Background: an optimization exercise with open tools, aiming at small area, a short achievable clock period and few clock cycles per item. Do not read the settings as production practice.
Only simulation tests tie the RTL to the original design; equivalence was not proved.

Design MLP_RTL_IP_v1_0, start of the top module:
module MLP_RTL_IP_v1_0 (
    ACLK,
    ARESETN,
    S_AXIS_TREADY,
    S_AXIS_TDATA,
    S_AXIS_TLAST,
    S_AXIS_TVALID,
    M_AXIS_TVALID,
    M_AXIS_TDATA,
    M_AXIS_TLAST,
    M_AXIS_TREADY
);
clock: 6.0 ns
lec_check: 0
cap_margin: 20
core_margin: 2
core_utilization: 35
cts_buf_list: sky130_fd_sc_hd__clkbuf_16
cts_cluster_diameter: 80
cts_cluster_size: 30
setup_slack_margin: 3.0
slew_margin: 20
synth_hierarchical: 1
synth_minimum_keep_size: 0
run.sh (not shown) runs the stock make flow with config.mk's settings and CLKGATE_MAP_FILE= SYNTH_SCRIPT=/design/flow/synth_recipe.tcl, a recipe that flattens the netlist after the stock synthesis.
Testbench counts at the start, summed over its fixed seeds: cycles 2,152, items 1,024.
Rerun with:
- CORE_UTILIZATION: 35 -> 40
After rerunning: Global-route usage climbs by 3.1 points. Utilization increases by 5.2 points. Die area falls by 12%. Design area falls by 0.47%. Routed wire length went up by 3.3%. Worst hold slack is worse by 0.0065 ns. Setup slack got worse by 0.062 ns. Flip-flop and latch count does not change. Critical path depth came out higher by 3. Fmax went down by 2.0%.

========
MLP_RTL_IP_v1_0, a different RTL version from the one above (not shown whole).
Size in the first run: roughly 3000 cells after synthesis, about 520 flip-flops, about 72 I/O pins.
==> flow/config.mk <==
export PLATFORM = sky130hd
export DESIGN_NAME = MLP_RTL_IP_v1_0
export DESIGN_NICKNAME = MLP_RTL_IP_v1_0
export VERILOG_FILES = /design/flow/design.v
export SDC_FILE = /design/flow/constraint.sdc
export NUM_CORES = 4
export LEC_CHECK = 0
export CAP_MARGIN = 20
export CORE_MARGIN = 2
export CORE_UTILIZATION = 40
export SETUP_SLACK_MARGIN = 3.2
export SLEW_MARGIN = 20
export SYNTH_HIERARCHICAL = 1
export SYNTH_MINIMUM_KEEP_SIZE = 0
==> flow/constraint.sdc <==
create_clock -name core_clock -period 6.0 [get_ports {ACLK}]
set_input_delay 1.2000 -clock core_clock [delete_from_list [all_inputs] [get_ports {ACLK}]]
set_output_delay 1.2000 -clock core_clock [all_outputs]
set_load 0.01 [all_outputs]
The starting point went through all stages and came out clean.
Testbench counts at the start, summed over its fixed seeds: cycles 2,152, items 1,024.
Edit:
CTS_BUF_LIST = sky130_fd_sc_hd__clkbuf_8 sky130_fd_sc_hd__clkbuf_16   (was not set)
CTS_CLUSTER_DIAMETER = 60   (was not set)
CTS_CLUSTER_SIZE = 20   (was not set)
After rerunning:
- final cell count goes down by 0.45%
- cell area goes down by 1.2%
- register-to-register slack barely changes
Edit:
CORE_UTILIZATION = 60   (was 40)
CTS_BUF_LIST = not set   (was sky130_fd_sc_hd__clkbuf_8 sky130_fd_sc_hd__clkbuf_16)
CTS_CLUSTER_DIAMETER = not set   (was 60)
CTS_CLUSTER_SIZE = not set   (was 20)
Effect:
- The changed run produced a clean layout
- die area falls by 33%
- global-route usage rises by 11 points
- hold slack is worse by 0.0046 ns
Edit:
CORE_UTILIZATION = 40   (was 60)
CTS_BUF_LIST = sky130_fd_sc_hd__clkbuf_16   (was not set)
CTS_CLUSTER_DIAMETER = 80   (was not set)
CTS_CLUSTER_SIZE = 30   (was not set)
SETUP_SLACK_MARGIN = 2.8   (was 3.2)
The changed run passed the timing, design-rule and antenna checks. Wire length drops by 13%. Die area climbs by about 50%. Maximum frequency drops by about 7%. Non-clock buffer count drops by 115. Setup slack got worse by 0.21 ns. Synthesized area stays the same. Worst hold slack improved by 0.0067 ns.
Edit:
SETUP_SLACK_MARGIN = 3.3   (was 2.8)
The changed run completed with no timing, DRC or antenna violations. Via count went up by a few percent. Wire length climbs by roughly a tenth. Synthesized area stays the same. Die area is unchanged.

==> separate check: timing with driven ports <==
No port has a modelled driver above. Below, the same layouts with a new extraction and two added sets of constraints.
Step 1 sets driving cells, clkbuf_16 on the clock port and buf_2 on the other inputs (assumed; they add their load-dependent delay and slew).
Step 2 adds t to the input delays and takes it off the output delays; t is the mean of the earliest and latest rising clock arrival at the registers after step 1. Input paths then give back, and output paths get back, about the clock's delay inside the block.
Three values: ideal, step 1, step 2; two values: the first two.
| run | t, ns | slack for setup (ns) | worst hold slack (ns) | cell pins on the clock port's net |
|---|---|---|---|---|
| the first run of note 1 | 0.629 | 3.036 / 3.036 / 2.564 | 0.324 / 0.324 / 0.324 | 1 |
| the second run of note 1 | 0.657 | 2.974 / 2.974 / 2.588 | 0.317 / 0.317 / 0.317 | 1 |
| the first run of note 2 | 0.689 | 3.133 / 3.133 / 2.647 | 0.296 / 0.296 / 0.296 | 1 |
| the second run of note 2 | 0.663 | 3.132 / 3.132 / 2.665 | 0.321 / 0.321 / 0.321 | 1 |
| the third run of note 2 | 0.681 | 3.096 / 3.096 / 2.723 | 0.316 / 0.316 / 0.316 | 1 |
| the fourth run of note 2 | 0.656 | 2.889 / 2.889 / 2.317 | 0.323 / 0.323 / 0.323 | 1 |
| the fifth run of note 2 | 0.667 | 3.092 / 3.092 / 2.725 | 0.299 / 0.299 / 0.299 | 1 |
After both steps setup and hold are still met in every run listed. The setup slack of the fourth run of note 2, which loses most, moves by 0.000 ns with the drivers and by -0.572 ns with both steps.
